This is an optimization exercise on Yosys and OpenROAD, whose aim is small area, not a production implementation. Function was checked by simulation only, so behaviour that the tests miss may differ from the original. Power figures rest on the tool's default switching activity, not on a simulated workload.

`design/flow/flow/run.sh`:
```
#!/bin/bash
# Layout flow: the standard synthesis, a re-mapping of its combinational logic
# (same flip-flops), then the standard flow with clock tree synthesis without
# dummy loads. Each tool writes its output to a log here.
set -euo pipefail
LIB=$FLOW_HOME/platforms/$FLOW_PLATFORM/lib/sky130_fd_sc_hd__tt_025C_1v80.lib
RES=orfs/results/$FLOW_PLATFORM/Segway/base

# 1. standard synthesis
bash standard.sh synth > synth_std.log 2>&1
cp $RES/1_2_yosys.v netlist_std.v

# 2. choose full adders to implement inverted, then re-map the other logic
python3 flow/genmodels.py $LIB models.v > genmodels.log 2>&1
DONTUSE=$(sed -n '/DONT_USE_CELLS += /,/^$/p' $FLOW_HOME/platforms/$FLOW_PLATFORM/config.mk | tr ' \\' '\n\n' | grep '^sky130' | sed 's/^/-dont_use /' | tr '\n' ' ')
# a few adder polarity choices (annealing seeds) and ABC scripts; keep the smallest netlist
best=""; best_area=""
for seed in 1 2 3; do
  python3 flow/flip.py netlist_std.v flipped_$seed.v $seed > flip_$seed.log 2>&1
  for scr in a b c d e f; do
    tag=${seed}_$scr
    sed -e "s|@LIB@|$LIB|g" -e "s|@DONTUSE@|$DONTUSE|" -e "s|@IN@|flipped_$seed.v|" -e "s|@ABC@|flow/area_$scr.abc|" \
        -e "s|@OUT@|post_$tag.v|" -e "s|@STAT@|post_stat_$tag.txt|" flow/post.ys.in > post_$tag.ys
    yosys -s post_$tag.ys > post_$tag.log 2>&1
    area=$(awk '/Chip area for module/ {print $NF}' post_stat_$tag.txt)
    echo "$tag $area" >> post_areas.txt
    if [[ -z "$best_area" ]] || awk -v a="$area" -v b="$best_area" 'BEGIN {exit !(a < b)}'; then
      best=$tag; best_area=$area
    fi
  done
done
echo "best $best $best_area" >> post_areas.txt
cp post_$best.v netlist_post.v
cp netlist_post.v $RES/1_2_yosys.v

# 3. the netlist database again from the new netlist, then the rest of the flow
bash standard.sh synth > synth_odb.log 2>&1
bash standard.sh "CTS_ARGS=-sink_clustering_enable -repair_clock_nets -buf_list sky130_fd_sc_hd__clkbuf_8 -sink_clustering_size 16 -sink_clustering_max_diameter 120 -dont_use_dummy_load" finish > finish.log 2>&1
```
`design/flow/flow/area_a.abc`:
```
strash
dc2
dch -f
amap
```
`design/flow/flow/area_b.abc`:
```
strash
dch -f
amap
strash
dch -f
amap
```
`design/flow/flow/area_c.abc`:
```
strash
ifraig
dc2
dch -f
amap -m
```
`design/flow/flow/area_d.abc`:
```
strash
dch -f
amap
```
`design/flow/flow/area_e.abc`:
```
strash
dc2
dch -f
amap
strash
dc2
dch -f
amap
strash
dc2
dch -f
amap
```
`design/flow/flow/area_f.abc`:
```
strash
dc2
dc2
dch -f
amap
strash
dc2
dc2
dch -f
amap
strash
dc2
dc2
dch -f
amap
```
`design/flow/flow/flip.py`:
```
#!/usr/bin/env python3
# Choose full-adder cells to implement in inverted polarity, FA(~a,~b,~c) = ~FA(a,b,c),
# so that fewer inverters sit between adders, flip-flops and ports, and rewrite the
# netlist with explicit inversions (assign) around the flipped adders for ABC to absorb.
import re, sys, random, math, collections
src = open(sys.argv[1]).read()
OUTP = {'X', 'Y', 'Q', 'Q_N', 'SUM', 'COUT'}
cellre = re.compile(r'(\n\s*)(sky130_fd_sc_hd__\w+)\s+(\S+)\s*\((.*?)\);', re.S)
pinre = re.compile(r'\.(\w+)\(([^()]*)\)')
inst = {}
for m in cellre.finditer(src):
    t, n, body = m.group(2), m.group(3), m.group(4)
    inst[n] = (t, dict((p, v.strip()) for p, v in pinre.findall(body)))
def isinv(t): return re.search(r'__inv_\d', t) is not None
def isfa(t): return re.search(r'__fa_\d', t) is not None
def isbox(t): return re.search(r"__(fa|df|edf|dfrtn)", t) is not None
drv = {}
for n, (t, p) in inst.items():
    for pin, net in p.items():
        if pin in OUTP: drv[net] = (n, pin)
def base(net):
    inv = False
    while net in drv and isinv(inst[drv[net][0]][0]):
        net = inst[drv[net][0]][1]['A']; inv = not inv
    return net, inv
# box input consumers of each base net
cons = collections.defaultdict(list)
for n, (t, p) in inst.items():
    if not isbox(t): continue
    for pin, net in p.items():
        if pin in OUTP or pin in ('CLK', 'CLK_N', 'RESET_B', 'SET_B'): continue
        b, i = base(net)
        cons[b].append((n, pin, i))
fas = sorted(n for n, (t, p) in inst.items() if isfa(t))
flip = {n: 0 for n in fas}
# nets touched by each FA (its inputs' bases and its outputs)
touch = collections.defaultdict(set)
for b, cl in cons.items():
    for (n, pin, i) in cl:
        if n in flip: touch[n].add(b)
    if b in drv and drv[b][0] in flip: touch[drv[b][0]].add(b)
def netcost(b):
    pol = 1 if (b in drv and drv[b][0] in flip and flip[drv[b][0]]) else 0
    need = set()
    for (n, pin, i) in cons[b]:
        w = int(i) ^ (flip[n] if n in flip else 0)
        need.add(w ^ pol)
    return 1 if 1 in need else 0
def delta(n):
    before = sum(netcost(b) for b in touch[n])
    flip[n] ^= 1
    after = sum(netcost(b) for b in touch[n])
    flip[n] ^= 1
    return after - before
total = sum(netcost(b) for b in cons)
random.seed(int(sys.argv[3]) if len(sys.argv) > 3 else 12345)
cur = total; best = total; bestflip = dict(flip); T = 1.5
for it in range(60000):
    n = fas[random.randrange(len(fas))]
    d = delta(n)
    if d <= 0 or random.random() < math.exp(-d / T):
        flip[n] ^= 1; cur += d
        if cur < best: best = cur; bestflip = dict(flip)
    T = max(0.02, T * 0.9999)
flip = bestflip
sys.stderr.write('box-input inversions: %d -> %d, flipped %d of %d adders\n' % (total, best, sum(flip.values()), len(fas)))
# rewrite
newwires = []; assigns = []
def repl(m):
    lead, t, n, body = m.group(1), m.group(2), m.group(3), m.group(4)
    if n not in flip or not flip[n]: return m.group(0)
    key = re.sub(r'\W', '_', n)
    def pr(pm):
        pin, net = pm.group(1), pm.group(2).strip()
        w = 'flp_%s_%s' % (key, pin)
        newwires.append(w)
        if pin in ('A', 'B', 'CIN'): assigns.append('  assign %s = ~%s ;' % (w, net))
        else: assigns.append('  assign %s = ~%s ;' % (net, w))
        return '.%s(%s)' % (pin, w)
    return '%s%s %s (%s);' % (lead, t, n, pinre.sub(pr, body))
out = cellre.sub(repl, src)
i = out.index(');', out.index('module ')) + 2
out = out[:i] + '\n' + ''.join('  wire %s;\n' % w for w in newwires) + out[i:]
j = out.rindex('endmodule')
out = out[:j] + '\n'.join(assigns) + '\n' + out[j:]
open(sys.argv[2], 'w').write(out)
```
`design/flow/flow/genmodels.py`:
```
# Generate Verilog models of the combinational single-output cells of a liberty file
import re,sys
lib=open(sys.argv[1]).read()
skip=re.compile(r'__(fa|fah|fahcin|fahcon|df|edf|sdf|sedf|dl|sdl|conb|ebuf|einv|bufbuf|lpflow|sdlclk|dlclk|dlrtp|dlxt|dlxb|tap|fill|decap|diode|probe|lpflow|macro|clkdlybuf|dlygate|dlymetal)')
out=[]
for m in re.finditer(r'\n\s*cell\s*\(\s*"?(sky130_fd_sc_hd__\w+)"?\s*\)\s*\{', lib):
    name=m.group(1)
    if skip.search(name): continue
    # find the cell body: up to next "\n    cell (" 
    start=m.end(); nxt=lib.find('\n    cell (', start)
    body=lib[start:nxt if nxt>0 else len(lib)]
    pins=re.findall(r'\n\s*pin\s*\(\s*"?(\w+)"?\s*\)\s*\{(.*?)\n\s{8}\}', body, re.S)
    ins=[]; outs=[]
    for pn,pb in pins:
        d=re.search(r'direction\s*:\s*"?(\w+)"?',pb)
        if not d: continue
        if d.group(1)=='input': ins.append(pn)
        elif d.group(1)=='output':
            f=re.search(r'function\s*:\s*"([^"]*)"',pb)
            outs.append((pn,f.group(1) if f else None))
    if any(f is None for _, f in outs) or not outs or not ins: continue
    body=''
    for on, f in outs:
        fn=re.sub(r'\)\s*\(', ') & (', f.replace('!','~'))
        body+='  assign %s = %s;\n' % (on, fn)
    names=[o for o, _ in outs]
    out.append('module %s(%s);\n  input %s;\n  output %s;\n%sendmodule\n' % (name, ', '.join(ins+names), ', '.join(ins), ', '.join(names), body))
open(sys.argv[2],'w').write('\n'.join(out))
print(len(out),'models')
```
`design/flow/flow/post.ys.in`:
```
# Re-map the combinational logic of the standard synthesis netlist.
# Flip-flops and full adders stay as they are (blackboxes); every other
# cell is replaced by its function and mapped again by ABC for area.
read_liberty -lib @LIB@
read_verilog -sv @IN@
hierarchy -top Segway
techmap -map models.v
techmap
opt -fast -purge
abc -script @ABC@ -liberty @LIB@ @DONTUSE@
opt_clean -purge
hilomap -singleton -hicell sky130_fd_sc_hd__conb_1 HI -locell sky130_fd_sc_hd__conb_1 LO
insbuf -buf sky130_fd_sc_hd__buf_4 A X
splitnets
opt_clean -purge
tee -o @STAT@ stat -liberty @LIB@
write_verilog -noattr -nohex -nodec @OUT@
```
`design/flow/standard.sh`:
```
#!/bin/bash
# synth_recipe.tcl (not shown) runs the flow's synth.tcl, then flattens the netlist and writes it again
# the make line also repeats each setting of config.mk as NAME=value (left out here)
make -C /OpenROAD-flow-scripts/flow DESIGN_CONFIG=/design/flow/config.mk WORK_HOME=/design/flow/orfs CLKGATE_MAP_FILE= SYNTH_SCRIPT=/design/flow/synth_recipe.tcl "${@:-finish}"
```
`design/flow/config.mk`:
```
export PLATFORM = sky130hd
export DESIGN_NAME = Segway
export DESIGN_NICKNAME = Segway
export VERILOG_FILES = /design/flow/design.v
export SDC_FILE = /design/flow/constraint.sdc
export NUM_CORES = 4
export LEC_CHECK = 0
export CAP_MARGIN = 20
export CORE_MARGIN = 2
export CORE_UTILIZATION = 60
export CTS_BUF_LIST = sky130_fd_sc_hd__clkbuf_8
export CTS_CLUSTER_DIAMETER = 60
export CTS_CLUSTER_SIZE = 20
export PLACE_DENSITY = 0.75
export SLEW_MARGIN = 20
```
`design/flow/constraint.sdc`:
```
create_clock -name core_clock -period 20.0 [get_ports {clk}]
set_input_delay 4.0000 -clock core_clock [delete_from_list [all_inputs] [get_ports {clk}]]
set_output_delay 4.0000 -clock core_clock [all_outputs]
set_load 0.01 [all_outputs]
```
`design/flow/design.v`:
```
module Segway(clk,RST_n,LED,INERT_SS_n,INERT_MOSI,
              INERT_SCLK,INERT_MISO,A2D_SS_n,A2D_MOSI,A2D_SCLK,
              A2D_MISO,PWM_rev_rght,PWM_frwrd_rght,PWM_rev_lft,
              PWM_frwrd_lft,piezo_n,piezo,INT,RX);
  input clk,RST_n;
  input INERT_MISO;                      
  input A2D_MISO;                        
  input INT;                             
  input RX;                              
  output [7:0] LED;
  output A2D_SS_n, INERT_SS_n;
  output A2D_MOSI, INERT_MOSI;
  output A2D_SCLK, INERT_SCLK;
  output PWM_rev_rght, PWM_frwrd_rght;
  output PWM_rev_lft, PWM_frwrd_lft;
  output piezo_n,piezo;
  wire rst_n;
  wire [11:0] lft_ld, rght_ld;
  wire batt_low;
  wire vld, upd;
  wire [15:0] ptch;
  wire pwr_up;
  wire [11:0] ld_cell_diff;
  wire en_steer, rider_off;
  wire lft_rev, rght_rev;
  wire [10:0] lft_spd, rght_spd;
  wire ovr_spd;
  assign LED = 8'h00;
  reg [17:0] tmr;
  always @(posedge clk, negedge rst_n)
    if (!rst_n) tmr <= 18'h00000;
    else tmr <= tmr + 1'b1;
  Auth_blk Auth_block(.clk(clk), .rst_n(rst_n), .rider_off(rider_off), .pwr_up(pwr_up), .RX(RX));
  inert_intf Inertial_Interface(.clk(clk), .rst_n(rst_n), .tmr_full(&tmr[15:0]), .vld(vld), .upd(upd),
                                .ptch(ptch), .SS_n(INERT_SS_n), .SCLK(INERT_SCLK), .MOSI(INERT_MOSI),
                                .MISO(INERT_MISO), .INT(INT));
  balance_cntrl balance_control(.clk(clk), .rst_n(rst_n), .vld(vld), .upd(upd), .ptch(ptch),
                                .ld_cell_diff(ld_cell_diff), .lft_spd(lft_spd), .lft_rev(lft_rev),
                                .rght_spd(rght_spd), .rght_rev(rght_rev), .rider_off(rider_off),
                                .en_steer(en_steer), .pwr_up(pwr_up), .ovr_spd(ovr_spd));
  steer_en steer_enable(.clk(clk), .rst_n(rst_n), .lft_ld(lft_ld), .rght_ld(rght_ld),
                        .ld_cell_diff(ld_cell_diff), .en_steer(en_steer), .rider_off(rider_off));
  mtr_drv motor_drive(.clk(clk), .rst_n(rst_n), .en(pwr_up), .cnt(tmr[10:0]),
                      .PWM_rev_lft(PWM_rev_lft), .PWM_frwrd_lft(PWM_frwrd_lft),
                      .PWM_rev_rght(PWM_rev_rght), .PWM_frwrd_rght(PWM_frwrd_rght),
                      .lft_spd(lft_spd), .lft_rev(lft_rev), .rght_spd(rght_spd), .rght_rev(rght_rev));
  A2D_Intf A2D_interface(.clk(clk), .rst_n(rst_n), .nxt(vld), .lft_ld(lft_ld), .rght_ld(rght_ld),
                         .batt_low(batt_low), .SS_n_A2D(A2D_SS_n), .SCLK_A2D(A2D_SCLK),
                         .MOSI_A2D(A2D_MOSI), .MISO_A2D(A2D_MISO));
  piezo pepperoni_piezo(.tmr(tmr), .norm_mode(en_steer), .ovr_spd(ovr_spd), .batt_low(batt_low),
                        .piezo(piezo), .piezo_n(piezo_n));
  rst_synch iRST(.clk(clk), .RST_n(RST_n), .rst_n(rst_n));
endmodule
module rca #(parameter W = 8) (a, b, ci, s, co);
  input [W-1:0] a, b;
  input ci;
  output [W-1:0] s;
  output co;
  wire [W:0] c;
  assign c[0] = ci;
  genvar i;
  generate for (i = 0; i < W; i = i + 1) begin : g
    assign s[i] = a[i] ^ b[i] ^ c[i];
    assign c[i+1] = (a[i] & b[i]) | (c[i] & (a[i] ^ b[i]));
  end endgenerate
  assign co = c[W];
endmodule
module cch #(parameter W = 8) (a, b, ci, co);
  input [W-1:0] a, b;
  input ci;
  output co;
  wire [W:0] c;
  assign c[0] = ci;
  genvar i;
  generate for (i = 0; i < W; i = i + 1) begin : g
    assign c[i+1] = (a[i] & b[i]) | (c[i] & (a[i] | b[i]));
  end endgenerate
  assign co = c[W];
endmodule
module Auth_blk(clk, rst_n, rider_off, pwr_up, RX);
	input clk, rst_n;
	input RX, rider_off;
	output pwr_up;
	localparam [1:0] OFF = 2'd0, PWR1 = 2'd1, PWR2 = 2'd2;
	reg [1:0] state, nxt_state;
	reg clr_rx_rdy;
	wire rx_rdy, is_g, is_s;
	UART_rcv receiver(.clk(clk), .rst_n(rst_n), .RX(RX), .clr_rdy(clr_rx_rdy), .rdy(rx_rdy),
	                  .is_g(is_g), .is_s(is_s));
	wire go = rx_rdy & is_g;
	wire stop = rx_rdy & is_s;
	assign pwr_up = (state != OFF);
	always @(posedge clk, negedge rst_n)
		if (!rst_n) state <= OFF;
		else state <= nxt_state;
	always @* begin
		nxt_state = OFF;
		clr_rx_rdy = 1'b0;
		case (state)
			OFF: if (go) begin clr_rx_rdy = 1'b1; nxt_state = PWR1; end
			PWR1: if (stop) begin clr_rx_rdy = 1'b1; nxt_state = PWR2; end
			      else nxt_state = PWR1;
			default: if (go) begin clr_rx_rdy = 1'b1; nxt_state = PWR1; end
			         else if (rider_off) nxt_state = OFF;
			         else nxt_state = PWR2;
		endcase
	end
endmodule
module UART_rcv(clk, rst_n, RX, rdy, is_g, is_s, clr_rdy);
	input clk, rst_n;
	input RX;
	input clr_rdy;
	output reg rdy;
	output reg is_g, is_s;
	localparam [7:0] G = 8'h67, S = 8'h73;
	reg state;                   
	reg [3:0] bit_cnt;
	reg [11:0] baud_cnt;
	reg rx_ff1, rx_ff2;
	wire shift = ~|baud_cnt;
	wire start = ~state & ~rx_ff2;
	wire set_rdy = state & (bit_cnt == 4'd10);
	always @(posedge clk, negedge rst_n)
		if (!rst_n) state <= 1'b0;
		else if (start) state <= 1'b1;
		else if (set_rdy) state <= 1'b0;
	always @(posedge clk)
		if (~state) bit_cnt <= 4'd0;
		else if (shift) bit_cnt <= bit_cnt + 1'b1;
	always @(posedge clk)
		if (~state) baud_cnt <= 12'h69E;
		else if (shift) baud_cnt <= 12'hEFE;
		else baud_cnt <= {baud_cnt[10:0], ~(baud_cnt[11] ^ baud_cnt[5] ^ baud_cnt[3] ^ baud_cnt[0])};
	wire [2:0] bi = bit_cnt[2:0] - 3'd1;
	wire data_bit = state & shift & (bit_cnt >= 4'd1) & (bit_cnt <= 4'd8);
	always @(posedge clk)
		if (start) begin
			is_g <= 1'b1;
			is_s <= 1'b1;
		end else if (data_bit) begin
			is_g <= is_g & (rx_ff2 == G[bi]);
			is_s <= is_s & (rx_ff2 == S[bi]);
		end
	always @(posedge clk, negedge rst_n)
		if (!rst_n) rdy <= 1'b0;
		else if (start | clr_rdy) rdy <= 1'b0;
		else if (set_rdy) rdy <= 1'b1;
	always @(posedge clk, negedge rst_n)
		if (!rst_n) begin
			rx_ff1 <= 1'b1;
			rx_ff2 <= 1'b1;
		end else begin
			rx_ff1 <= RX;
			rx_ff2 <= rx_ff1;
		end
endmodule
module SPI_mstr16(clk, rst_n, wrt, SS_n, SCLK, done, smpl, k);
	input clk, rst_n;
	input wrt;
	output SS_n, SCLK;
	output done;
	output smpl;
	output [3:0] k;
	localparam [9:0] IDLE_D = 10'b11111_10111;
	reg busy;
	reg [9:0] d;
	wire last = (d == 10'b01111_11111);
	assign smpl = busy & (d[9] ? (d[4:0] == 5'b11111)
	                           : ((d[4:0] == 5'b01111) & (|d[8:5])));
	assign k = d[9] ? 4'h0 : d[8:5];
	assign SCLK = d[4];
	assign SS_n = ~busy;
	always @(posedge clk)
		if (busy & ~last) d <= d + 1'b1;
		else d <= IDLE_D;
	always @(posedge clk, negedge rst_n)
		if (!rst_n) busy <= 1'b0;
		else if (busy) busy <= ~last;
		else busy <= wrt;
	assign done = ~busy;
endmodule
module inertial_integrator(clk, rst_n, upd, ptch_rt, AZ, ptch);
	input clk, rst_n;
	input upd;
	input [15:0] ptch_rt;
	input [15:0] AZ;
	output [15:0] ptch;
	reg [26:0] ptch_int;
	assign ptch = ptch_int[26:11];
	wire [8:0] ah; wire x0;
	rca #(9) u0(.a(AZ[15:7]), .b(9'h003), .ci(1'b0), .s(ah), .co(x0));
	wire [15:0] a = {ah, AZ[6:0]};
	wire [16:0] f5h; wire f5c;
	rca #(17) u1(.a({{3{a[15]}}, a[15:2]}), .b({a[15], a}), .ci(1'b0), .s(f5h), .co(f5c));
	wire [18:0] f5 = {f5h, a[1:0]};
	wire [18:0] a19 = {{3{a[15]}}, a};
	wire [18:0] f7; wire x2;
	rca #(19) u2(.a({a, 3'b000}), .b(~a19), .ci(1'b1), .s(f7), .co(x2));
	wire [19:0] mh_a = {f5[18], f5};                  
	wire [19:0] mh_b = {{7{f7[18]}}, f7[18:6]};
	wire c13;
	cch #(7) u3(.a(mh_a[6:0]), .b(mh_b[6:0]), .ci(1'b0), .co(c13));
	wire [12:0] acc; wire x3;
	rca #(13) u4(.a(mh_a[19:7]), .b(mh_b[19:7]), .ci(c13), .s(acc), .co(x3));
	wire [15:0] nptch = ~ptch;
	wire cf;
	cch #(16) u5(.a({{3{acc[12]}}, acc}), .b(nptch), .ci(1'b0), .co(cf));
	wire fus = ~(acc[12] ^ nptch[15] ^ cf);
	wire [15:0] rc; wire x5;
	rca #(16) u6(.a(ptch_rt), .b(16'hFC3E), .ci(1'b0), .s(rc), .co(x5));
	wire [6:0] xh; wire x6;
	rca #(7) u7(.a({rc[15], rc[15:10]}), .b({{6{fus}}, 1'b1}), .ci(1'b0), .s(xh), .co(x6));
	wire [26:0] n; wire x7;
	rca #(27) u8(.a(ptch_int), .b(~{{10{xh[6]}}, xh, rc[9:0]}), .ci(1'b1), .s(n), .co(x7));
	always @(posedge clk, negedge rst_n)
		if (!rst_n) ptch_int <= 27'd0;
		else if (upd) ptch_int <= n;
endmodule
module inert_intf(clk, rst_n, tmr_full, vld, upd, ptch, SS_n, SCLK, MOSI, MISO, INT);
	input clk, rst_n;
	input tmr_full;              
	input INT;
	input MISO;
	output vld;                  
	output upd;                  
	output [15:0] ptch;
	output SS_n, SCLK, MOSI;
	localparam [3:0] INIT1 = 4'd0, INIT2 = 4'd1, INIT3 = 4'd2, INIT4 = 4'd3,
	                 WAIT_A = 4'd4, WAIT_B = 4'd5, VLD2 = 4'd6, ASRT_VLD = 4'd7,
	                 READ1_A = 4'd8, READ1_B = 4'd9, READ1_C = 4'd10, READ2 = 4'd11,
	                 READ3 = 4'd12, READ4 = 4'd13;
	reg [3:0] state, nxt_state;
	reg wrt;
	reg INT_meta1, INT_meta2;
	reg [31:0] chain;
	reg [15:0] cmd;
	wire done, smpl;
	wire [3:0] k;
	SPI_mstr16 spi(.clk(clk), .rst_n(rst_n), .wrt(wrt), .SS_n(SS_n), .SCLK(SCLK),
	               .done(done), .smpl(smpl), .k(k));
	inertial_integrator intgr(.clk(clk), .rst_n(rst_n), .upd(upd),
	                          .ptch_rt({chain[23:16], chain[31:24]}),
	                          .AZ({chain[7:0], chain[15:8]}), .ptch(ptch));
	always @(posedge clk) begin
		INT_meta1 <= INT;
		INT_meta2 <= INT_meta1;
	end
	always @(posedge clk)
		if (smpl & k[3]) chain <= {chain[30:0], MISO};
	always @* begin
		case (state)
			INIT2: cmd = 16'h0D02;
			INIT3: cmd = 16'h1053;
			INIT4: cmd = 16'h1150;
			WAIT_A, READ1_B: cmd = 16'h1460;
			READ1_A: cmd = 16'hA200;
			READ2: cmd = 16'hA300;
			READ3: cmd = 16'hAC00;
			READ4: cmd = 16'hAD00;
			default: cmd = 16'h0000;
		endcase
	end
	assign MOSI = cmd[~k];
	always @(posedge clk, negedge rst_n)
		if (!rst_n) state <= INIT1;
		else state <= nxt_state;
	assign vld = (state == ASRT_VLD);
	assign upd = (state == VLD2);
	always @* begin
		nxt_state = state;
		wrt = 1'b0;
		case (state)
			INIT1: if (tmr_full) begin nxt_state = INIT2; wrt = 1'b1; end
			INIT2: if (done) begin nxt_state = INIT3; wrt = 1'b1; end
			INIT3: if (done) begin nxt_state = INIT4; wrt = 1'b1; end
			INIT4: if (done) begin nxt_state = WAIT_A; wrt = 1'b1; end
			WAIT_A: if (INT_meta2) begin nxt_state = done ? READ1_A : READ1_B; wrt = 1'b1; end
			WAIT_B, VLD2: begin
				nxt_state = WAIT_B;
				if (INT_meta2) begin nxt_state = done ? READ1_A : READ1_C; wrt = 1'b1; end
			end
			READ1_A, READ1_B, READ1_C: if (done) begin nxt_state = READ2; wrt = 1'b1; end
			READ2: if (done) begin nxt_state = READ3; wrt = 1'b1; end
			READ3: if (done) begin nxt_state = READ4; wrt = 1'b1; end
			READ4: if (done) begin nxt_state = ASRT_VLD; wrt = 1'b1; end
			ASRT_VLD: nxt_state = VLD2;
			default: nxt_state = WAIT_B;
		endcase
	end
endmodule
module balance_cntrl(clk, rst_n, vld, upd, ptch, ld_cell_diff, lft_spd, lft_rev,
                     rght_spd, rght_rev, rider_off, en_steer, pwr_up, ovr_spd);
	input clk, rst_n;
	input vld;                        
	input upd;                        
	input [15:0] ptch;
	input [11:0] ld_cell_diff;
	input rider_off, en_steer, pwr_up;
	output [10:0] lft_spd, rght_spd;
	output lft_rev, rght_rev;
	output ovr_spd;
	reg [17:0] integrator;
	reg [9:0] err1, err2;             
	reg [10:0] lft_mag, rght_mag;
	reg lft_sgn, rght_sgn;
	wire [9:0] err = ptch[15] ? (&ptch[14:9] ? ptch[9:0] : 10'h200)
	                          : (|ptch[14:9] ? 10'h1FF : ptch[9:0]);
	wire [17:0] nxt_integrator;
	wire ci0;
	rca #(18) a_int(.a(integrator), .b({{8{err[9]}}, err}), .ci(1'b0), .s(nxt_integrator), .co(ci0));
	wire overflow = (integrator[17] == err[9]) & (nxt_integrator[17] != err[9]);
	always @(posedge clk)
		if (~pwr_up | rider_off) integrator <= 18'h00000;
		else if (vld & ~overflow) integrator <= nxt_integrator;
	always @(posedge clk, negedge rst_n)
		if (!rst_n) begin
			err1 <= 10'h000;
			err2 <= 10'h000;
		end else if (upd) begin
			err1 <= err;
			err2 <= err1;
		end
	wire [10:0] lft_mag_n, rght_mag_n;
	wire lft_sgn_n, rght_sgn_n;
	bal_dp dp(.err(err), .err2(err2), .ih(integrator[17:2]), .ld_cell_diff(ld_cell_diff), .en_steer(en_steer),
	          .lft_mag(lft_mag_n), .lft_sgn(lft_sgn_n), .rght_mag(rght_mag_n), .rght_sgn(rght_sgn_n));
	always @(posedge clk) begin
		lft_mag <= lft_mag_n;
		lft_sgn <= lft_sgn_n;
		rght_mag <= rght_mag_n;
		rght_sgn <= rght_sgn_n;
	end
	assign lft_rev = lft_sgn;
	assign rght_rev = rght_sgn;
	assign lft_spd = lft_mag;
	assign rght_spd = rght_mag;
	assign ovr_spd = pwr_up & ((lft_mag[10] & lft_mag[9] & |lft_mag[8:0]) |
	                           (rght_mag[10] & rght_mag[9] & |rght_mag[8:0]));
endmodule
module bal_dp(err, err2, ih, ld_cell_diff, en_steer, lft_mag, lft_sgn, rght_mag, rght_sgn);
	input [9:0] err, err2;
	input [15:0] ih;                  
	input [11:0] ld_cell_diff;
	input en_steer;
	output [10:0] lft_mag, rght_mag;
	output lft_sgn, rght_sgn;
	wire [9:0] d_diff;
	wire ci1;
	rca #(10) a_dd(.a(err), .b(~err2), .ci(1'b1), .s(d_diff), .co(ci1));
	wire [6:0] q = d_diff[9] ? (&d_diff[8:6] ? d_diff[6:0] : 7'h40)
	                         : (|d_diff[8:6] ? 7'h3F : d_diff[6:0]);
	wire [10:0] eq_s;                 
	wire ci2;
	rca #(11) a_s(.a({err[9], err}), .b({{4{q[6]}}, q}), .ci(1'b0), .s(eq_s), .co(ci2));
	wire [10:0] eq_v;                 
	wire ci3;
	rca #(11) a_v(.a({{3{q[6]}}, q, 1'b0}), .b(~{err[9], err}), .ci(1'b1), .s(eq_v), .co(ci3));
	wire [10:0] xh;                   
	wire ci4;
	rca #(11) a_x(.a(eq_s), .b({{3{eq_v[10]}}, eq_v[10:3]}), .ci(1'b0), .s(xh), .co(ci4));
	wire [13:0] x = {xh, eq_v[2:0]};
	wire [14:0] pid_h;
	wire ci5;
	rca #(15) a_pid(.a({x[13], x}), .b(ih[15:1]), .ci(1'b0), .s(pid_h), .co(ci5));
	wire [15:0] PID = {pid_h, ih[0]};
	wire [15:0] ldd = {{7{ld_cell_diff[11]}}, ld_cell_diff[11:3]} & {16{en_steer}};
	wire [15:0] pid_p, pid_m;         
	wire ci6, ci7;
	rca #(16) a_p(.a(PID), .b(ldd), .ci(1'b0), .s(pid_p), .co(ci6));
	rca #(16) a_m(.a(PID), .b(~ldd), .ci(1'b1), .s(pid_m), .co(ci7));
	wire [10:0] mag_p, mag_m;
	wire sgn_p, sgn_m;
	shape shp(.t(pid_p), .mag(mag_p), .sgn(sgn_p));
	shape shm(.t(pid_m), .mag(mag_m), .sgn(sgn_m));
	assign {lft_mag, lft_sgn} = PID[15] ? {mag_p, sgn_p} : {mag_m, sgn_m};
	assign {rght_mag, rght_sgn} = PID[15] ? {mag_m, sgn_m} : {mag_p, sgn_p};
endmodule
module shape(t, mag, sgn);
	input [15:0] t;
	output [10:0] mag;
	output sgn;
	wire neg = t[15];
	wire [10:0] u = t[10:0] ^ {11{neg}};      
	wire hz7 = neg ? &t[14:7] : ~|t[14:7];
	wire hz10 = neg ? &t[14:10] : ~|t[14:10];
	wire hz11 = neg ? &t[14:11] : ~|t[14:11];
	wire ho10 = neg ? ~|t[14:10] : &t[14:10];   
	wire [10:0] m_band;
	wire cb;
	rca #(11) a_b(.a(u), .b(11'd980), .ci(neg), .s(m_band), .co(cb));
	wire big = cb | ~hz11;
	wire sml = hz7 & (neg ? (u[6:0] < 7'd69) : (u[6:0] < 7'd70));
	wire wrap = ho10 & (u[9:0] >= 10'h02C);    
	wire [6:0] a7;                             
	wire ca;
	rca #(7) a_a(.a(u[6:0]), .b(7'd0), .ci(neg), .s(a7), .co(ca));
	wire [6:0] m_sh;                           
	wire [3:0] m_sl = 4'd0 - a7[3:0];
	wire bsl = |a7[3:0];                       
	wire cs;
	rca #(7) a_s(.a(a7), .b(~{4'b0000, a7[6:4]}), .ci(~bsl), .s(m_sh), .co(cs));
	wire [10:0] m_small = {m_sh, m_sl};
	assign mag = sml ? m_small : (big ? 11'h7FF : m_band);
	assign sgn = neg ^ (~sml & wrap);
endmodule
module steer_en(clk, rst_n, lft_ld, rght_ld, ld_cell_diff, en_steer, rider_off);
	input clk, rst_n;
	input [11:0] lft_ld, rght_ld;
	output [11:0] ld_cell_diff;
	output reg en_steer;
	output rider_off;
	localparam [1:0] IDLE = 2'd0, WAIT = 2'd1, STEER_EN = 2'd2;
	reg [1:0] state, nxt_state;
	reg [15:0] waitTimer;
	reg clr_tmr;
	wire [11:0] sum;
	wire c0, c1;
	rca #(12) a_s(.a(lft_ld), .b(rght_ld), .ci(1'b0), .s(sum), .co(c0));
	rca #(12) a_d(.a(lft_ld), .b(~rght_ld), .ci(1'b1), .s(ld_cell_diff), .co(c1));
	wire neg = ld_cell_diff[11];
	wire [11:0] u = ld_cell_diff ^ {12{neg}};
	wire sum_gt_min = sum[11] | sum[10] | sum[9];
	assign rider_off = ~sum_gt_min;
	wire gt4;
	cch #(12) c_4(.a(u), .b({3'b111, ~sum[10:2]}), .ci(neg), .co(gt4));
	wire diff_gt_fourth = ~sum[11] & gt4;
	wire [6:0] s4 = sum[10:4];
	wire [3:0] m_l = 4'd0 - s4[3:0];
	wire [6:0] m_h;
	wire c2;
	rca #(7) a_m(.a(s4), .b(~{4'b0000, s4[6:4]}), .ci(~|s4[3:0]), .s(m_h), .co(c2));
	wire gt15;
	cch #(12) c_15(.a(u), .b(~{1'b0, m_h, m_l}), .ci(neg), .co(gt15));
	wire diff_gt_15_16 = ~sum[11] & gt15;
	wire tmr_full = (waitTimer == 16'hD577);
	always @(posedge clk)
		if (clr_tmr) waitTimer <= 16'h0000;
		else waitTimer <= {waitTimer[14:0], ~(waitTimer[15] ^ waitTimer[14] ^ waitTimer[12] ^ waitTimer[3])};
	always @(posedge clk, negedge rst_n)
		if (!rst_n) state <= IDLE;
		else state <= nxt_state;
	always @* begin
		nxt_state = IDLE;
		clr_tmr = 1'b0;
		en_steer = 1'b0;
		case (state)
			IDLE: if (sum_gt_min) begin nxt_state = WAIT; clr_tmr = 1'b1; end
			WAIT: begin
				if (~sum_gt_min) nxt_state = IDLE;
				else if (diff_gt_fourth) begin nxt_state = WAIT; clr_tmr = 1'b1; end
				else if (tmr_full) begin nxt_state = STEER_EN; en_steer = 1'b1; end
				else nxt_state = WAIT;
			end
			default: begin
				if (~sum_gt_min) nxt_state = IDLE;
				else if (diff_gt_15_16) begin nxt_state = WAIT; clr_tmr = 1'b1; end
				else begin nxt_state = STEER_EN; en_steer = 1'b1; end
			end
		endcase
	end
endmodule
module PWM11(PWM_sig, clk, rst_n, en, cnt, duty);
	input clk, rst_n;
	input en;
	input [10:0] cnt;
	input [10:0] duty;
	output reg PWM_sig;
	always @(posedge clk)
		if (~en | (cnt >= duty))
			PWM_sig <= 1'b0;
		else if (cnt == 11'h000)
			PWM_sig <= 1'b1;
endmodule
module mtr_drv(PWM_rev_lft, PWM_frwrd_lft, PWM_rev_rght, PWM_frwrd_rght,
               clk, rst_n, en, cnt, lft_spd, lft_rev, rght_spd, rght_rev);
	output PWM_rev_lft, PWM_frwrd_lft, PWM_rev_rght, PWM_frwrd_rght;
	input clk, rst_n;
	input en;                        
	input [10:0] cnt;
	input lft_rev, rght_rev;
	input [10:0] lft_spd, rght_spd;
	wire lftMotor, rghtMotor;
	PWM11 lftPWM(.PWM_sig(lftMotor), .clk(clk), .rst_n(rst_n), .en(en), .cnt(cnt), .duty(lft_spd));
	PWM11 rghtPWM(.PWM_sig(rghtMotor), .clk(clk), .rst_n(rst_n), .en(en), .cnt(cnt), .duty(rght_spd));
	assign PWM_rev_lft    = lftMotor & lft_rev;
	assign PWM_frwrd_lft  = lftMotor & ~lft_rev;
	assign PWM_rev_rght   = rghtMotor & rght_rev;
	assign PWM_frwrd_rght = rghtMotor & ~rght_rev;
endmodule
module A2D_Intf(clk, rst_n, nxt, lft_ld, rght_ld, batt_low, SS_n_A2D, SCLK_A2D, MOSI_A2D, MISO_A2D);
	input clk, rst_n;
	input nxt;
	output reg [11:0] lft_ld, rght_ld;
	output batt_low;
	input MISO_A2D;
	output SS_n_A2D, SCLK_A2D, MOSI_A2D;
	localparam [1:0] IDLE = 2'd0, SPI_1 = 2'd1, WAIT = 2'd2, SPI_2 = 2'd3;
	reg [1:0] state, nxt_state;
	reg [1:0] rr;
	reg wrt, update;
	reg [11:0] rx;
	reg batt11;
	wire done, smpl;
	wire [3:0] k;
	SPI_mstr16 spi(.clk(clk), .rst_n(rst_n), .wrt(wrt), .SS_n(SS_n_A2D), .SCLK(SCLK_A2D),
	               .done(done), .smpl(smpl), .k(k));
	assign MOSI_A2D = ((k == 4'd2) & (rr != 2'd0)) | ((k == 4'd4) & (rr == 2'd2));
	always @(posedge clk)
		if (smpl) rx <= {rx[10:0], MISO_A2D};
	always @(posedge clk, negedge rst_n)
		if (!rst_n) rr <= 2'd0;
		else if (update) rr <= rr[1] ? 2'd0 : rr + 1'b1;
	always @(posedge clk, negedge rst_n)
		if (!rst_n) lft_ld <= 12'h000;
		else if (update & (rr == 2'd0)) lft_ld <= rx;
	always @(posedge clk, negedge rst_n)
		if (!rst_n) rght_ld <= 12'h000;
		else if (update & (rr == 2'd1)) rght_ld <= rx;
	always @(posedge clk, negedge rst_n)
		if (!rst_n) batt11 <= 1'b0;
		else if (update & (rr == 2'd2)) batt11 <= rx[11];
	assign batt_low = ~batt11;
	always @(posedge clk, negedge rst_n)
		if (!rst_n) state <= IDLE;
		else state <= nxt_state;
	always @* begin
		nxt_state = IDLE;
		wrt = 1'b0;
		update = 1'b0;
		case (state)
			IDLE: if (nxt) begin wrt = 1'b1; nxt_state = SPI_1; end
			SPI_1: nxt_state = done ? WAIT : SPI_1;
			WAIT: begin wrt = 1'b1; nxt_state = SPI_2; end
			default: if (done) update = 1'b1; else nxt_state = SPI_2;
		endcase
	end
endmodule
module piezo(tmr, norm_mode, ovr_spd, batt_low, piezo, piezo_n);
	input [17:0] tmr;
	input norm_mode, ovr_spd, batt_low;
	output piezo, piezo_n;
	wire norm_tone_dur = tmr[17] & tmr[16];
	assign piezo = ovr_spd ? (tmr[6] & (batt_low ? tmr[15] : tmr[16])) :
	               batt_low ? (tmr[7] & norm_tone_dur) :
	               norm_mode & tmr[8] & norm_tone_dur;
	assign piezo_n = ~piezo;
endmodule
module rst_synch(RST_n, clk, rst_n);
	input RST_n, clk;
	output rst_n;
	reg reg1, rst_n;
	always @(negedge clk, negedge RST_n) begin
		if (!RST_n) begin
			reg1 <= 0;
			rst_n <= 0;
		end
		else begin
			reg1 <= 1'b1;
			rst_n <= reg1;
		end
	end
endmodule
```
==> results of run 1 <==
-- worst max path at each step --
stage | start | end | slack (ns)
after floorplan | Inertial_Interface.intgr.ptch_int[21] | balance_control.lft_mag[10] | 1.10
after CTS | Inertial_Interface.intgr.ptch_int[21] | balance_control.lft_mag[9] | 1.25
final | Inertial_Interface.intgr.ptch_int[20] | balance_control.lft_mag[9] | 1.62
after detailed placement | Inertial_Interface.intgr.ptch_int[21] | balance_control.lft_mag[9] | 1.42
after global routing | Inertial_Interface.intgr.ptch_int[21] | balance_control.lft_mag[9] | 0.04
after global placement | Inertial_Interface.intgr.ptch_int[21] | balance_control.lft_mag[10] | 1.81
-- worst max-delay path: cells and delay by family, from the launching register on --
| kind | cells | cell delay, ns |
|---|---|---|
| AND/OR/NAND/NOR | 11 | 1.34 |
| buffers and inverters | 8 | 1.88 |
| AO/OA/AOI/OAI | 12 | 3.48 |
| flip-flops | 1 | 0.44 |
| adder cells (fa/ha/maj) | 26 | 11.12 |
-- final cells by class --
type	count	area, µm²
clock buffers	19	261.5
fillers	2119	9184
inverters	252	945.9
multi-input cells	1144	8813
flip-flops and latches	254	6078
well taps	335	419.2
repair buffers	32	282.8
-- power by group through the flow --
stage / Combinational, mW / Sequential (mW) / Clock, mW
6_report: 0.0277 / 0.541 / 0.248
3_5_place_dp: 0.0280 / 0.552 / 0
3_3_place_gp: 0.0273 / 0.552 / 0
2_1_floorplan: 0.0202 / 0.554 / 0
5_1_grt: 0.0337 / 0.543 / 0.276
4_1_cts: 0.0282 / 0.541 / 0.257
-- flip-flops by register name, summed over array words and instances, names as in the netlist, 11 cells and up --
name,flops
A2D_interface.lft_ld,12
Inertial_Interface.intgr.ptch_int,27
Auth_block.receiver.baud_cnt,12
balance_control.lft_mag,11
tmr,18
Inertial_Interface.chain,32
A2D_interface.rght_ld,12
A2D_interface.rx,12
balance_control.integrator,18
balance_control.rght_mag,11
steer_enable.waitTimer,16
-- metal layers --
metal  up-vias  share of wire (%)
met5         -                  0
met3        52                3.6
met1      5640                 45
met2       223                 48
met4         0                2.8
li1       5753                  -
==> results.txt, run 1 <==
The run finished with no timing, DRC or antenna violations. The endpoint with the worst hold slack is iRST.rst_n. The reg-to-reg endpoint is balance_control.lft_mag[9]. The time the worst path needs with I/O delays and setup is 18.38 ns.

The row count is 59. STA classifies the critical path startpoint as a flip-flop. The area overhead of the layout relative to synthesis came out at 6.066%. The most prevalent standard cell on the critical path is fa_1. The deepest level of the CTS H-tree is 1.

The residual DRC count is 0. The upper clock frequency limit came out at 0.05441 GHz. The fraction of power spent switching nets came out at 22.67%. The first-pass detailed-route iteration total came out at 5. The pin count of the biggest net entering global routing came out at 67.

The worst hold path cell count is 0. At the worst endpoint, the arrival time is 18.81 ns. The logic gate share of total power is 3.4%. The tree is rooted in a clkbuf_8.

The wire length of the first global-routing pass is 54840 µm. The relative slew slack came out at 30.05%. In the global route stage, overall resource usage came out at 23.51%. The post-CTS setup buffer count came out at 0.

The most common library cell in the layout ignoring fill and taps is clkinv_1. The maximum ir drop on the vdd rail is 68.63 µV. The met2 global-route usage came out at 39.56%. After global routing, the most crowded layer is met2.

The clock latency reported for the late side of the worst-skew pair is 0.55 ns. Summing all placed instances gives a cell area of 16530 µm². The proportion of layout cells with a drive suffix above 1 came out at 2.469%. The slowest stage of the critical path is the o41ai_2 cell. The number of antenna-violating nets in the routed design is 0. The total power of the final layout is 817.3 µW. Hold timing on the final database bottoms out at a slack of 0.3074 ns. The finished cells cover 16800 µm². The library cells used most frequently in the layout, excluding fill and tap cells, are clkinv_1, nor2_1, fa_1, nand2_1, o21ai_0. The setup path with the least slack is of type reg2reg.

After the last flow step, the layout net total stands at 1897. The buffer levels on the longest clock path is 3. The total leakage power is 6.381 nW.

The worst-case reg-to-reg path depth came out at 57. The number of vias in the routed layout came out at 11.67k. The count of maximum capacitance violations came out at 0. The startpoint of the worst hold path is iRST.reg1. The routability-driven placement congestion ratio came out at 0.8926. In this run the standard cell core region covers 25980 µm².

The sum of negative setup slack came out at 0 ns. The number of global-route vias before repair came out at 11.66k. The number of setup violations in the final report came out at 0. After synthesis the cells add up to 15840 µm². The TritonCTS clock tree is yes.

The clock sink total came out at 254. The number of antenna cells inserted came out at 0. In the final routed layout, each cell accounts on average for 15.28 µm.

Setup repair after global routing left no endpoint under its margin. The chip width came out at 166.5 µm. The sequential fraction of design power came out at 66.2%. The worst-case clock skew is 0.03766 ns. The TritonCTS buffer count is 19. The cell area power density is 48.65 nW/µm². The count of non-filler cells in the finished layout came out at 2036. The starting DRC count in detailed routing is 699. During synthesis, Yosys emitted a total of 11 warnings. The synthesized instance count came out at 1652. The peak per-stage delay on the critical path came out at 0.72 ns. The met3 demand-to-capacity share in global routing came out at 2.376%. The final setup slack of the worst path is 1.620 ns. For the pin with the worst max-slew slack, the measured transition is 1.041 ns. The area enclosed by the die boundary is 27720 µm². The detailed placement HPWL is 24040 µm.

From bottom edge to top edge, the die measures 166.5 µm. Global routing used 33.29% of the available met1 tracks. The share of the core filled with cells in the final layout is 64.66%. The count of input and output buffers came out at 17. The number of hold buffers added after CTS is 0. The net switching component of the power came out at 185.3 µW. The clock transition at the register clock pins on the worst setup and hold paths after CTS came out at 0.12 ns. The number of placed cells counting well taps is 2017.

The initial antenna violation count is 0. In this run the count of I/O pins placed on the die edge is 26. The kind of end point of the critical path is a flip-flop. The final global-route overflow total came out at 0. The maximum fanout encountered on the critical timing path came out at 29. The clock network accounts for 30.4% of the total power. The startpoint identified for the worst register-to-register timing path is Inertial_Interface.intgr.ptch_int[20]. The cell-internal power came out at 632.0 µW. The path class of the tightest hold or removal check is reg2reg.

The max-slew violation count came out at 0. Before CTS, the worst setup slack after placement is 1.419 ns. The required time at the worst-slack endpoint is 20.43 ns. The average via count per standard cell came out at 5.731.

The post-detailed-routing wire length is 31110 µm. The initial standard-cell utilization of the core came out at 60.96%. The average footprint of a synthesized cell is 9.588 µm².

Once the clock tree was built, the resizer swapped 0 gates to a different size. The number of endpoints with negative hold slack in the final report is 0. The flop-to-flop setup slack is 1.62 ns. Of the available clock period, the critical path in the final layout requires 91.90%.
==> run 2: changes to the inputs <==
--- a/design/flow/design.v
+++ b/design/flow/design.v
@@ -211,10 +211,10 @@
 	wire [6:0] xh; wire x6;
 	rca #(7) u7(.a({rc[15], rc[15:10]}), .b({{6{fus}}, 1'b1}), .ci(1'b0), .s(xh), .co(x6));
 	wire [26:0] n; wire x7;
-	rca #(27) u8(.a(ptch_int), .b(~{{10{xh[6]}}, xh, rc[9:0]}), .ci(1'b1), .s(n), .co(x7));
+	rca #(27) u8(.a(ptch_int), .b(~{{10{xh[6]}}, xh, rc[9:0]} & {27{upd}}), .ci(upd), .s(n), .co(x7));
 	always @(posedge clk, negedge rst_n)
 		if (!rst_n) ptch_int <= 27'd0;
-		else if (upd) ptch_int <= n;
+		else ptch_int <= n;
 endmodule
 module inert_intf(clk, rst_n, tmr_full, vld, upd, ptch, SS_n, SCLK, MOSI, MISO, INT);
 	input clk, rst_n;
==> run 2 against run 1 <==
Against the previous run:
- flip-flop and latch count unchanged
- synthesized area decreased by 1.1%
- routed wire length increased by 0.34%
- non-clock buffer count increased by 4
- critical path depth decreased by 4
- synthesized cell count decreased by 2.2%
- die area decreased by 1.1%
- highest routed layer unchanged
==> results.txt, run 2 <==
The number of vias in the routed layout is 11.59k (was 11.67k). The uppermost metal layer occupied by signal nets is met4 (unchanged). The post-route cell area came out at 16640 µm² (was 16800 µm²). The number of setup violations in the final report came out at 0 (unchanged).

The deepest level of the CTS H-tree came out at 1 (unchanged). The pin count of the biggest net entering global routing is 72 (was 67). The residual DRC count came out at 0 (unchanged). The proportion of layout cells with a drive suffix above 1 came out at 2.635% (was 2.469%).

The cell at the root of the clock tree is clkbuf_8 (unchanged). The upper clock frequency limit came out at 0.05501 GHz (was 0.05441 GHz). The maximum fanout encountered on the critical timing path is 26 (was 29). The wire length on met3 is 999 µm (was 1122 µm). Commonest cells after routing, fill and taps aside: clkinv_1, nor2_1, fa_1, nand2_1, o21ai_0 (unchanged). The count of non-filler cells in the finished layout was 2005 (was 2036). The kind of critical path is reg2reg (unchanged). The routability-driven placement congestion ratio came out at 0.9246 (was 0.8926).

The TritonCTS clock tree is yes (unchanged). The final global-route overflow total is 0 (unchanged). The peak per-stage delay on the critical path came out at 0.71 ns (was 0.72 ns). The kind of end point of the critical path is a flip-flop (unchanged). The number of filler cells placed in the layout is 2102 (was 2119). The clock transition at the register clock pins on the worst setup and hold paths after CTS came to 0.10 ns (was 0.12 ns).

The share of the core filled with cells in the final layout came out at 64.42% (was 64.66%). The worst-case clock skew came out at 0.05478 ns (was 0.03766 ns). The portion of the clock cycle consumed by the worst path in the final layout is 90.89% (was 91.90%). The initial antenna violation count is 0 (unchanged). The number of placed cells counting well taps came out at 1986 (was 2017). Largest registers in the final layout: Inertial_Interface.chain x32, Inertial_Interface.intgr.ptch_int x27 (unchanged).

The Yosys warning count is 11 (unchanged). The initial standard-cell utilization of the core is 60.61% (was 60.96%). The worst slack at placement is 1.863 ns (was 1.419 ns). The relative slew slack came out at 28.39% (was 30.05%). The cell area after synthesis was 15660 µm² (was 15840 µm²). Outcome: complete, no violations (unchanged).

The number of antenna cells inserted is 0 (unchanged). The most common library cell in the layout ignoring fill and taps is clkinv_1 (unchanged). The post-CTS setup buffer count came out at 0 (unchanged).

The aggregate global-route resource usage came to 24.25% (was 23.51%). The data arrival time of the critical path came out at 18.58 ns (was 18.81 ns). The class of the worst hold path is reg2reg (unchanged).

The vertical extent of the die is 165.6 µm (was 166.5 µm). The post-detailed-routing wire length came out at 31220 µm (was 31110 µm). The number of hold buffers added after CTS came to 0 (unchanged).

The starting DRC count in detailed routing is 733 (was 699). The number of global-route vias before repair came out at 11.47k (was 11.66k). The total leakage power was 6.494 nW (was 6.381 nW). The cell at the slowest stage of the critical path was dfrtp_1 (was o41ai_2).

The chip width is 165.6 µm (was 166.5 µm). The TritonCTS buffer count is 19 (unchanged). The core footprint came to 25840 µm² (was 25980 µm²). The most prevalent standard cell on the critical path is fa_1 (unchanged). The cell area reported after detailed placement came out at 16380 µm² (was 16530 µm²).

The clock latency reported for the late side of the worst-skew pair came out at 0.56 ns (was 0.55 ns). The buffer levels on the longest clock path is 3 (unchanged). The count of input and output buffers came out at 17 (unchanged).

The maximum ir drop on the vdd rail came to 50.44 µV (was 68.63 µV). The startpoint type of the worst setup path is a flip-flop (unchanged). The flip-flop count of the largest register, all copies and words added is 32 (unchanged). The wire length of the first global-routing pass is 53540 µm (was 54840 µm). The worst reg2reg path startpoint is Inertial_Interface.intgr.ptch_int[26] (was Inertial_Interface.intgr.ptch_int[20]). The max-slew violation count is 0 (unchanged). The count of instances resized after the clock tree is built came out at 0 (unchanged). The area overhead of the layout relative to synthesis came out at 6.288% (was 6.066%).

The met1 layer wirelength in the final routing came to 14110 µm (was 14090 µm). The detailed placement HPWL came out at 24380 µm (was 24040 µm). The average footprint of a synthesized cell is 9.691 µm² (was 9.588 µm²). The most flop-heavy register is Inertial_Interface.chain (unchanged). The required time at the worst-slack endpoint came to 20.40 ns (was 20.43 ns). The cell area power density came to 49.02 nW/µm² (was 48.65 nW/µm²). The first-pass detailed-route iteration total came out at 5 (unchanged). The final setup slack of the worst path came out at 1.821 ns (was 1.620 ns). The count of maximum capacitance violations was 0 (unchanged). The clock sink total was 254 (unchanged). The total I/O pin count came out at 26 (unchanged). The average via count per standard cell came out at 5.782 (was 5.731). The time the worst path needs with I/O delays and setup came out at 18.18 ns (was 18.38 ns).

The pin slew with the least headroom to its limit came out at 1.060 ns (was 1.041 ns). The area enclosed by the die boundary is 27410 µm² (was 27720 µm²). The average wire per standard cell came out at 15.57 µm (was 15.28 µm). The row count was 59 (unchanged). The final net count came out at 1868 (was 1897). The number of endpoints with negative hold slack in the final report is 0 (unchanged). The synthesized instance count came out at 1616 (was 1652). The sum of negative setup slack is 0 ns (unchanged). The origin of the worst setup path was Inertial_Interface.intgr.ptch_int[26] (was Inertial_Interface.intgr.ptch_int[20]). The startpoint of the worst hold path is iRST.reg1 (unchanged). The number of antenna-violating nets in the routed design was 0 (unchanged).

Unrepaired setup endpoints after global routing: false (unchanged). The length of routed met2 wiring was 15250 µm (was 15040 µm).
==> run 2: cell count changes in the layout (fill, tap and decap cells not counted), moves of 5 or more <==
| cell | before | now |
|---|---|---|
| a211oi_1 | 21 | 16 |
| a21oi_1 | 94 | 75 |
| a221oi_1 | 9 | 14 |
| a22o_1 | 17 | 1 |
| a31oi_1 | 9 | 16 |
| clkinv_1 | 252 | 242 |
| nand2_1 | 121 | 129 |
| nor2_1 | 246 | 233 |
| nor2b_1 | 17 | 26 |
| o22ai_1 | 96 | 105 |
==> run 2: critical path: cells and delay by family (launching register included) <==
family                   cells  cell delay [ns]
flip-flops                   1             0.71
adder cells (fa/ha/maj)     26            11.07
AO/OA/AOI/OAI               10             2.83
buffers and inverters        6             1.75
AND/OR/NAND/NOR             11             1.63
==> run 2: path summary, 6_finish.rpt <==
kind | slack [ns] | cells after the start | end
max | 1.82 | 53 | balance_control.lft_mag[10]
min | 0.30 | 0 | iRST.rst_n
max reg2reg | 1.82 | 53 | balance_control.lft_mag[10]
min reg2reg | 0.30 | 0 | iRST.rst_n
max in group asynchronous | 6.33 | 1 | iRST.reg1
min in group asynchronous | 10.31 | 1 | Auth_block.state[0]
==> run 2: power by group <==
group	leakage [nW]	switching [mW]	internal (mW)	total, mW
clock	0.137	0.161	0.0859	0.246
sequential	2.66	0.00613	0.536	0.542
combinational	3.70	0.0172	0.0106	0.0278
total	6.49	0.184	0.632	0.816
==> run 2: per-stage QoR <==
stage / power, mW / hold WS, ns
2_1_floorplan: 0.5737 / 0.2917
3_3_place_gp: 0.5792 / 0.2964
3_5_place_dp: 0.5808 / 0.2999
4_1_cts: 0.8259 / 0.3005
5_1_grt: 0.8459 / 0.3001
6_report: 0.8160 / 0.2993
==> run 2: area by class of cell <==
| class | count | area, µm² | area share [%] |
|---|---|---|---|
| Inverter | 242 | 908.4 | 5.457 |
| Multi-Input combinational cell | 1119 | 8665 | 52.06 |
| Clock buffer | 19 | 261.5 | 1.571 |
| Timing Repair Buffer | 36 | 312.8 | 1.879 |
| Tap cell | 335 | 419.2 | 2.518 |
| Sequential cell | 254 | 6078 | 36.52 |
==> run 2: routing by layer <==
layer  up-vias  GRT usage (%)
met1      5688          33.50
li1       5641              -
met4         0          6.466
met2       206          41.38
met5         -              0
met3        58          2.547
==> run 3: changes to the inputs <==
==> design/flow/config.mk (replaced) <==
export PLATFORM = sky130hd
export DESIGN_NAME = Segway
export DESIGN_NICKNAME = Segway
export VERILOG_FILES = /design/flow/design.v
export SDC_FILE = /design/flow/constraint.sdc
export NUM_CORES = 4
export LEC_CHECK = 0
export CAP_MARGIN = 20
export CORE_MARGIN = 2
export CORE_UTILIZATION = 75
export CTS_BUF_LIST = sky130_fd_sc_hd__clkbuf_8
export CTS_CLUSTER_DIAMETER = 120
export CTS_CLUSTER_SIZE = 16
export PLACE_DENSITY = 0.85
export SLEW_MARGIN = 20
==> run 3 against run 2 <==
Against the previous run:
- still clean
- sequential power hardly changed
- fmax is 1.6% lower
- combinational power is 1% higher
- via count is 2.4% higher
- critical endpoint unchanged
- largest cell class unchanged
- highest routed layer unchanged
==> results.txt, run 3 <==
The proportion of layout cells with a drive suffix above 1 is 2.578% (was 2.635%). The chip width came to 148.5 µm (was 165.6 µm). The total leakage power came out at 6.491 nW (was 6.494 nW). The residual DRC count is 0 (unchanged). The startpoint of the worst hold path was iRST.reg1 (unchanged).

The wire length of the first global-routing pass came out at 56770 µm (was 53540 µm). The final global-route overflow total came to 0 (unchanged). The maximum ir drop on the vdd rail was 67.57 µV (was 50.44 µV). The startpoint type of the worst setup path is a flip-flop (unchanged). The number of endpoints with negative hold slack in the final report is 0 (unchanged). The post-CTS setup buffer count came out at 0 (unchanged). The detailed placement HPWL came out at 25740 µm (was 24380 µm). Commonest cells after routing, fill and taps aside: clkinv_1, nor2_1, fa_1, nand2_1, o21ai_0 (unchanged). The row count is 52 (was 59). The TritonCTS clock tree is yes (unchanged).

The aggregate global-route resource usage was 31.75% (was 24.25%). The worst-case reg-to-reg path depth came out at 54 (was 53). The count of instances resized after the clock tree is built came out at 0 (unchanged). The cell area power density came out at 49.25 nW/µm² (was 49.02 nW/µm²). The most flop-heavy register is Inertial_Interface.chain (unchanged). The maximum fanout encountered on the critical timing path came out at 26 (unchanged).

The relative slew slack came to 40.11% (was 28.39%). The worst-case clock skew came to 0.03850 ns (was 0.05478 ns). The kind of end point of the critical path was a flip-flop (unchanged). The post-detailed-routing wire length was 33140 µm (was 31220 µm). The first-pass detailed-route iteration total came out at 5 (unchanged). The average wire per standard cell is 17.10 µm (was 15.57 µm). The number of antenna-violating nets in the routed design was 0 (unchanged). The worst slack at placement came out at 1.470 ns (was 1.863 ns). Largest registers in the final layout: Inertial_Interface.chain x32, Inertial_Interface.intgr.ptch_int x27 (unchanged). The worst reg2reg path startpoint is Inertial_Interface.intgr.ptch_int[25] (was Inertial_Interface.intgr.ptch_int[26]). The total I/O pin count came to 26 (unchanged). The deepest level of the CTS H-tree came out at 1 (unchanged). The number of setup violations in the final report is 0 (unchanged). The number of antenna cells inserted is 0 (unchanged).

The starting DRC count in detailed routing came out at 739 (was 733). The cell area after synthesis is 15660 µm² (unchanged). The average footprint of a synthesized cell is 9.691 µm² (unchanged).

The total power of the final layout is 815.4 µW (was 816.0 µW). The top cell family by delay on the critical path is adder cells (unchanged). The final net count is 1866 (was 1868). The pin slew with the least headroom to its limit is 0.8889 ns (was 1.060 ns). The max-slew violation count came out at 0 (unchanged). The core footprint came out at 20360 µm² (was 25840 µm²). The required time at the worst-slack endpoint came out at 20.41 ns (was 20.40 ns). The worst hold path cell count is 0 (unchanged). The synthesized instance count was 1616 (unchanged). The cell at the root of the clock tree was clkbuf_8 (unchanged).

The peak per-stage delay on the critical path is 0.70 ns (was 0.71 ns). The count of maximum capacitance violations is 0 (unchanged). The vertical extent of the die is 148.5 µm (was 165.6 µm).

The TritonCTS buffer count is 19 (unchanged). The time the worst path needs with I/O delays and setup is 18.47 ns (was 18.18 ns). The area overhead of the layout relative to synthesis is 5.721% (was 6.288%). The routability-driven placement congestion ratio came out at 0.9182 (was 0.9246). The share of the core filled with cells in the final layout is 81.30% (was 64.42%). The class of the worst hold path is reg2reg (unchanged). The worst hold slack after final layout came out at 0.3027 ns (was 0.2993 ns). The flop-to-flop setup slack came to 1.53 ns (was 1.82 ns). The sum of negative setup slack came out at 0 ns (unchanged). The pin count of the biggest net entering global routing is 68 (was 72). The average via count per standard cell is 6.125 (was 5.782). The clock sink total is 254 (unchanged).

The portion of the clock cycle consumed by the worst path in the final layout is 92.35% (was 90.89%). The most prevalent standard cell on the critical path was fa_1 (unchanged). Unrepaired setup endpoints after global routing: false (unchanged). Outcome: complete, no violations (unchanged). The upper clock frequency limit is 0.05414 GHz (was 0.05501 GHz). The endpoint with the worst hold slack is iRST.rst_n (unchanged).

The initial antenna violation count was 0 (unchanged). The initial standard-cell utilization of the core is 76.90% (was 60.61%). The data arrival time of the critical path is 18.88 ns (was 18.58 ns). The Yosys warning count is 11 (unchanged). The cell at the slowest stage of the critical path is o21ai_0 (was dfrtp_1). The final setup slack of the worst path came out at 1.529 ns (was 1.821 ns). The number of global-route vias before repair is 12.27k (was 11.47k). The buffering stage count on the worst path with inverters included came out at 6 (unchanged).

The clock transition at the register clock pins on the worst setup and hold paths after CTS is 0.11 ns (was 0.10 ns). The number of hold buffers added after CTS came out at 0 (unchanged). The most common library cell in the layout ignoring fill and taps was clkinv_1 (unchanged). The count of input and output buffers is 17 (unchanged). The area enclosed by the die boundary came out at 22050 µm² (was 27410 µm²). The clock latency reported for the late side of the worst-skew pair is 0.55 ns (was 0.56 ns). The kind of critical path was reg2reg (unchanged). The flip-flop count of the largest register, all copies and words added was 32 (unchanged). The reg-to-reg endpoint is balance_control.lft_mag[10] (unchanged). The number of vias in the routed layout was 11.87k (was 11.59k).

The buffer levels on the longest clock path came out at 3 (unchanged).
## run 3: power by group
group          internal [mW]  switching, mW
combinational         0.0106         0.0175
clock                 0.0859          0.160
sequential             0.536        0.00600
## run 3: how the worst max path moves through the flow
stage,start,to,depth (start not counted)
CTS,Inertial_Interface.intgr.ptch_int[26],balance_control.lft_mag[10],53
global route,Inertial_Interface.intgr.ptch_int[24],balance_control.rght_mag[10],54
floorplan,Inertial_Interface.intgr.ptch_int[26],balance_control.lft_mag[10],51
detailed placement,Inertial_Interface.intgr.ptch_int[26],balance_control.rght_mag[10],53
global placement,Inertial_Interface.intgr.ptch_int[26],balance_control.rght_mag[10],53
finish,Inertial_Interface.intgr.ptch_int[25],balance_control.lft_mag[10],54
## run 3: metal layers
metal	vias up	GRT usage, %	share of wire (%)
li1	5624	-	-
met1	5717	41.54	40
met2	420	55.58	50
met3	110	3.804	5.4
met4	0	11.33	3.9
met5	-	0	0
## run 3: area by class of cell
| cell class | count | area (µm²) |
|---|---|---|
| inverter | 242 | 908.4 |
| timing repair buffer | 34 | 297.8 |
| multi-input combinational | 1119 | 8672 |
| fill | 1210 | 3809 |
| sequential | 254 | 6078 |
| clock buffer | 19 | 261.5 |
| tap | 270 | 337.8 |
## run 3: stage by stage
step | cell area [µm²] | instances
2_1_floorplan | 15690 | 1623
3_5_place_dp | 16290 | 1919
5_1_grt | 16560 | 1938
3_3_place_gp | 16290 | 1919
6_report | 16560 | 1938
4_1_cts | 16550 | 1938
